This design comes from an exercise in tuning for small area and a short achievable clock period on the open sky130 flow, not from production work. Where RTL was checked, it was by simulation tests only, not by an equivalence proof against the original. No activity file was given, so power comes from the tool's default toggle rates.

## topmodule
module topmodule (input clk, input reset,
	output [31:0] imem_addr, input [31:0] imem_data,
	output rf_r_we, output [2:0] rf_r_addr, output [31:0] rf_r_data,
	output rf_s_we, output [2:0] rf_s_addr, output [31:0] rf_s_data,
	output dm_we, output [3:0] dm_addr, output [7:0] dm_wdata,
	output [31:0] epc, output [1:0] cause);
	reg  [31:2] pc;                  
	reg  [31:0] ir;                  
	reg  [31:2] id_pc;               
	reg  [31:2] ex_pc;
	reg  [31:0] ex_a, ex_b;          
	reg         ex_fa, ex_fb;        
	reg  [4:0]  ex_sm, ex_sn;        
	reg         ex_fc, ex_fd;
	reg  [7:0]  ex_sdat;             
	reg         ex_op1, ex_sub, ex_rb31;
	reg  [2:0]  ex_rd, ex_sd;
	reg         ex_rwe, ex_ld, ex_st;
	reg  [31:0] mem_alu;
	reg         mem_carry;
	reg  [2:0]  mem_rd, mem_sd;
	reg         mem_rwe, mem_ld, mem_st;
	reg  [3:0]  mem_addr;
	reg  [7:0]  mem_sdat;
	reg  [31:0] wb_alu;
	reg  [7:0]  wb_mem;
	reg  [2:0]  wb_rd, wb_sd;
	reg         wb_rwe, wb_swe;
	reg  [31:2] epc_q;
	reg  [1:0]  cause_q;
	reg  [31:0] rf1, rf2, rf3, rf4, rf5, rf6, rf7;
	reg  [7:0]  dm0, dm1, dm2, dm3, dm4, dm5, dm6, dm7, dm8, dm9, dm10, dm11, dm12, dm13, dm14, dm15;
	wire [4:0] sop  = ir[31:27];
	wire [4:0] rop  = ir[15:11];
	wire [4:0] func = ir[10:6];
	wire [2:0] f_rm = ir[8:6];
	wire [2:0] f_rn = ir[5:3];
	wire [2:0] f_rd = ir[2:0];
	wire [2:0] f_sm = ir[24:22];
	wire [2:0] f_sn = ir[21:19];
	wire [2:0] f_sd = ir[18:16];
	wire is_ld  = sop == 5'b01010;
	wire is_st  = sop == 5'b01011;
	wire is_br  = sop == 5'b11010;
	wire is_jp  = sop == 5'b11100;
  ...
Size in the first run: about 3600 cells after synthesis, roughly 700 flip-flops, ~190 I/O pins, about 33000 sq um of cells after synthesis.
export LEC_CHECK = 0
export CAP_MARGIN = 20
export CORE_MARGIN = 2
export CORE_UTILIZATION = 40
export CTS_CLUSTER_DIAMETER = 60
export CTS_CLUSTER_SIZE = 30
export SETUP_SLACK_MARGIN = 2.5
export SLEW_MARGIN = 20
create_clock -name core_clock -period 6.5 [get_ports {clk}]
run.sh (not shown) runs the stock make flow with config.mk's settings and CLKGATE_MAP_FILE= SYNTH_SCRIPT=/design/flow/synth_recipe.tcl, a recipe that flattens the netlist after the stock synthesis.
Next try:
CORE_UTILIZATION = 65   (was 40)
CTS_CLUSTER_DIAMETER = unset   (was 60)
CTS_CLUSTER_SIZE = unset   (was 30)
Outcome: Cell area fell slightly. Flip-flop and latch count stays the same. Via count grows by a few percent. Synthesized area does not change. Clock power came out higher by a little under a tenth. Die area goes down by well over a third. First-iteration DRC count rose by a quarter to a third. Critical path depth is lower by 1. Final cell count fell by a little under a tenth.
Next try:
CORE_UTILIZATION = 40   (was 65)
SETUP_SLACK_MARGIN = 3.5   (was 2.5)
The new run completed with no timing, DRC or antenna violations.
Worst setup slack is better by 570 ps.
Non-clock buffer count grows by 178.
Die area came out higher by well over a third.
Synthesized cell count is unchanged.
Total power goes up by a few percent.
Function was not checked in any run of this note: the RTL went through the layout flow alone.

* * *

raven:
topmodule, a different RTL version from the one above (not shown whole).
Size in the first run: roughly 4600 cells after synthesis, roughly 760 flip-flops, about 34000 um2 of cells after synthesis.
export LEC_CHECK = 0
export ABC_AREA = 1
export CAP_MARGIN = 20
export CORE_MARGIN = 2
export CORE_UTILIZATION = 55
export SETUP_SLACK_MARGIN = 3.5
export SLEW_MARGIN = 20
create_clock -name core_clock -period 6.5 [get_ports {clk}]
standard.sh (not shown) runs the stock make flow with config.mk's settings and CLKGATE_MAP_FILE= SYNTH_SCRIPT=/design/flow/synth_recipe.tcl, a recipe that flattens the netlist after the stock synthesis.
==> flow/flow/run.sh <==
#!/bin/bash
# Own layout flow: the standard flow (standard.sh) with two layout changes: the port
# buffers are sky130_fd_sc_hd__buf_2 cells instead of the delay cells buffer_ports picks by
# default, and the clock tree uses larger sink clusters and no dummy loads. The synthesis is
# the standard one. Each step's output goes to a log file in this folder, and ORFS keeps its
# own per-step logs under orfs/logs.
set -euo pipefail
W=$(pwd)
export BUFFER_PORTS_ARGS="-buffer_cell sky130_fd_sc_hd__buf_2"
export CTS_ARGS="-sink_clustering_enable -repair_clock_nets -dont_use_dummy_load -sink_clustering_size 24 -sink_clustering_max_diameter 100"
bash standard.sh synth > $W/flow_synth.log 2>&1
bash standard.sh > $W/flow_layout.log 2>&1
--- input diff raven..harbor ---
-- flow/config.mk --
<<< raven, line 11
export CORE_UTILIZATION = 55
>>> harbor, line 11
export CORE_UTILIZATION = 40
[summary]
- The final reports for harbor and raven show share of power burned in registers lower in the former.
- Going from raven to harbor, number of buffer and inverter instances along the worst setup path went down by 1, proportion of power drawn by combinational gates held, cell total after placement now sits higher, portion of total power attributed to the clock network went up by 0.6 points.
Edits applied to the flow inputs when going from harbor to violet:
-- flow/config.mk --
<<< harbor, line 12
export SETUP_SLACK_MARGIN = 3.5
>>> violet, line 12
export SETUP_SLACK_MARGIN = 4.0
### Flow results
violet vs harbor — wire length reported by the detailed router climbed by a few percent
Side by side, share of total power in the clock network turned out lower in violet than in harbor.
Est. power | violet vs harbor | violet higher
Switching power of the nets of violet exceeds that of harbor slightly.
Here is what was changed in the inputs of xenon compared with violet.
-- flow/config.mk --
<<< violet, line 12
export SETUP_SLACK_MARGIN = 4.0
>>> xenon, line 12
export GPL_ROUTABILITY_DRIVEN = 0
export PLACE_DENSITY = 0.7
export SETUP_SLACK_MARGIN = 3.5
### Flow results
xenon | stages: all done | timing, DRC, antenna: all pass
Non-clock buffer count (xenon over violet): decrease, 132
violet -> xenon: count of inverters other than clock inverters in the layout decreased slightly
Looking at final routed wirelength across all metal layers across both flows, xenon is the stronger of the two, with violet trailing.
The basic-gate share of the synthesized area counting and, or, nand and nor cells on xenon is in line with that on violet.
Input-level comparison between juniper and xenon:
-- flow/config.mk --
<<< xenon, line 11
export CORE_UTILIZATION = 40
export GPL_ROUTABILITY_DRIVEN = 0
export PLACE_DENSITY = 0.7
>>> juniper, line 11
export CORE_UTILIZATION = 30
[summary]
- juniper vs xenon: total length of routed met3 wires down in juniper
- juniper — maximum number of pins on one net before global-route repair 31 lower, xenon as reference
- As of juniper, wire length per cell after detailed routing had risen slightly compared to xenon.
- Comparing xenon with juniper, the portion of the clock cycle consumed by the worst path in the final layout came out essentially unchanged.
- Area taken by multi-input logic gates across juniper and xenon: no real change.
- juniper vs xenon: routed wire length up
- Re H-tree depth: no difference whatsoever between xenon and juniper.
- Going from xenon to juniper, net switching share of the total power went up; critical path depth went down; power per unit of standard cell area went down; design area went up.
### juniper -> tundra
-- flow/config.mk --
<<< juniper, line 9
export CAP_MARGIN = 20
>>> tundra, line 9
export CAP_MARGIN = 0
<<< juniper, line 11
export CORE_UTILIZATION = 30
>>> tundra, line 11
export CORE_UTILIZATION = 40
<<< juniper, line 13
export SLEW_MARGIN = 20
>>> tundra, line 13
export SLEW_MARGIN = 0
No stage failed in tundra, and the final checks on the layout all came back clean.
Detailed-routing iteration count for the pre-antenna-repair pass is higher on tundra
Re via count: juniper was higher than tundra.
The clock latency of the later-clocked register in the worst-skew pair on juniper is in line with that on tundra.

* * *

## job 6311
Another version of the RTL of topmodule (not shown whole).
Size: about 4600 cells after synthesis, ~760 flip-flops, ~190 I/O pins, ~34000 um^2 of cells after synthesis.
clock: 6.5 ns
lec_check: 0
abc_area: 1
cap_margin: 20
core_margin: 2
core_utilization: 40
setup_slack_margin: 3.0
slew_margin: 20
==> flow/flow/run.sh <==
#!/bin/bash
# Own layout flow: the standard flow (standard.sh), unchanged except that the port
# buffers are sky130_fd_sc_hd__buf_2 cells instead of the delay cells buffer_ports picks by
# default. The synthesis is the standard one. Each step's output goes to a log file in this
# folder, and ORFS keeps its own per-step logs under orfs/logs.
set -euo pipefail
W=$(pwd)
export BUFFER_PORTS_ARGS="-buffer_cell sky130_fd_sc_hd__buf_2"
bash standard.sh synth > $W/flow_synth.log 2>&1
bash standard.sh > $W/flow_layout.log 2>&1
#### Input delta (job 2429 over job 6311)
Settings: SETUP_SLACK_MARGIN: 3.0 -> 3.5.
### Flow results
- Part of the power in combinational logic sits higher in job 2429 than in job 6311.
- Going from job 6311 to job 2429, final layout net count higher; layout buffer count excluding clock buffers higher.
- Against job 6311 as the reference, job 2429 delivers a lower signal arrival time at the worst endpoint.
- Job 2429 vs job 6311 — combinational power climbed by more than 10%
- Setup WNS job 6311 -> job 2429: better
- Going from job 6311 to job 2429, net switching power figure grew slightly.
- Job 6311 vs job 2429, critical path start-end classification: in -> reg vs reg -> out
- Compared with job 6311, fmax in job 2429 increased by more than 10%.
Input changes introduced in job 2679 (baseline for comparison: job 2429):
Settings: SETUP_SLACK_MARGIN changed from 3.5 to 3.0.
==> flow/run.sh (new file) <==
#!/bin/bash
# synth_recipe.tcl (not shown) runs the flow's synth.tcl, then flattens the netlist and writes it again
# the make line also repeats each setting of config.mk as NAME=value (left out here)
make -C /OpenROAD-flow-scripts/flow DESIGN_CONFIG=/design/flow/config.mk WORK_HOME=/design/flow/orfs CLKGATE_MAP_FILE= SYNTH_SCRIPT=/design/flow/synth_recipe.tcl finish
removed: flow/flow/run.sh
removed: flow/standard.sh
[summary]
- No run among job 2679 and job 2429 stopped early or left any final violation; all are clean.
- Of the two values seen for timing endpoint of the critical path, imem_addr[27] was produced by job 2429 and imem_addr[30] by job 2679.
- Compared with job 2429, job 2679 shows a inverter count of the layout excluding clock inverters that is 3 lower.
- On global-route wire length before repair: between job 2679 and job 2429, it ends up lower for job 2679.
- Utilization in job 2679 vs job 2429: down 0.23 points
No functional check of the RTL was part of any run of this note.

-- what the ideal ports hide --
No port has a modelled driver above. Below, the same layouts with a new extraction and two added sets of constraints.
Step 1 sets driving cells, clkbuf_16 on the clock port and buf_2 on the other inputs (assumed; they add their load-dependent delay and slew).
Step 2 adds t to the input delays and takes it off the output delays; t is the mean of the earliest and latest rising clock arrival at the registers after step 1. Input paths then give back, and output paths get back, about the clock's delay inside the block.
Three values: ideal ports, drivers, drivers and shift; two values: the first two.
run | t (ns) | setup slack, ns | hold slack, ns
the first run of note 1 | 0.705 | 2.546 / 2.546 / 2.546 | 0.312 / 0.312 / 0.312
the second run of note 1 | 0.699 | 2.423 / 2.423 / 2.423 | 0.326 / 0.326 / 0.326
the third run of note 1 | 0.691 | 2.995 / 2.995 / 2.919 | 0.323 / 0.323 / 0.323
raven | 0.657 | 3.489 / 3.422 / 2.930 | 0.333 / 0.333 / 0.333
harbor | 0.650 | 3.570 / 3.504 / 2.957 | 0.300 / 0.300 / 0.300
violet | 0.643 | 3.621 / 3.553 / 3.424 | 0.287 / 0.287 / 0.287
xenon | 0.659 | 3.516 / 3.524 / 2.901 | 0.317 / 0.317 / 0.317
juniper | 0.655 | 3.510 / 3.443 / 3.008 | 0.310 / 0.310 / 0.310
tundra | 0.650 | 3.582 / 3.516 / 2.974 | 0.300 / 0.300 / 0.300
job 6311 | 0.701 | 3.014 / 3.046 / 2.345 | 0.323 / 0.323 / 0.323
job 2429 | 0.702 | 3.388 / 3.326 / 2.759 | 0.321 / 0.321 / 0.321
job 2679 | 0.693 | 2.976 / 2.915 / 2.424 | 0.325 / 0.325 / 0.325
After both steps every run listed still meets setup and hold. For job 6311, which loses most, drivers alone change the setup slack by +0.032 ns; drivers and shift together by -0.669 ns.
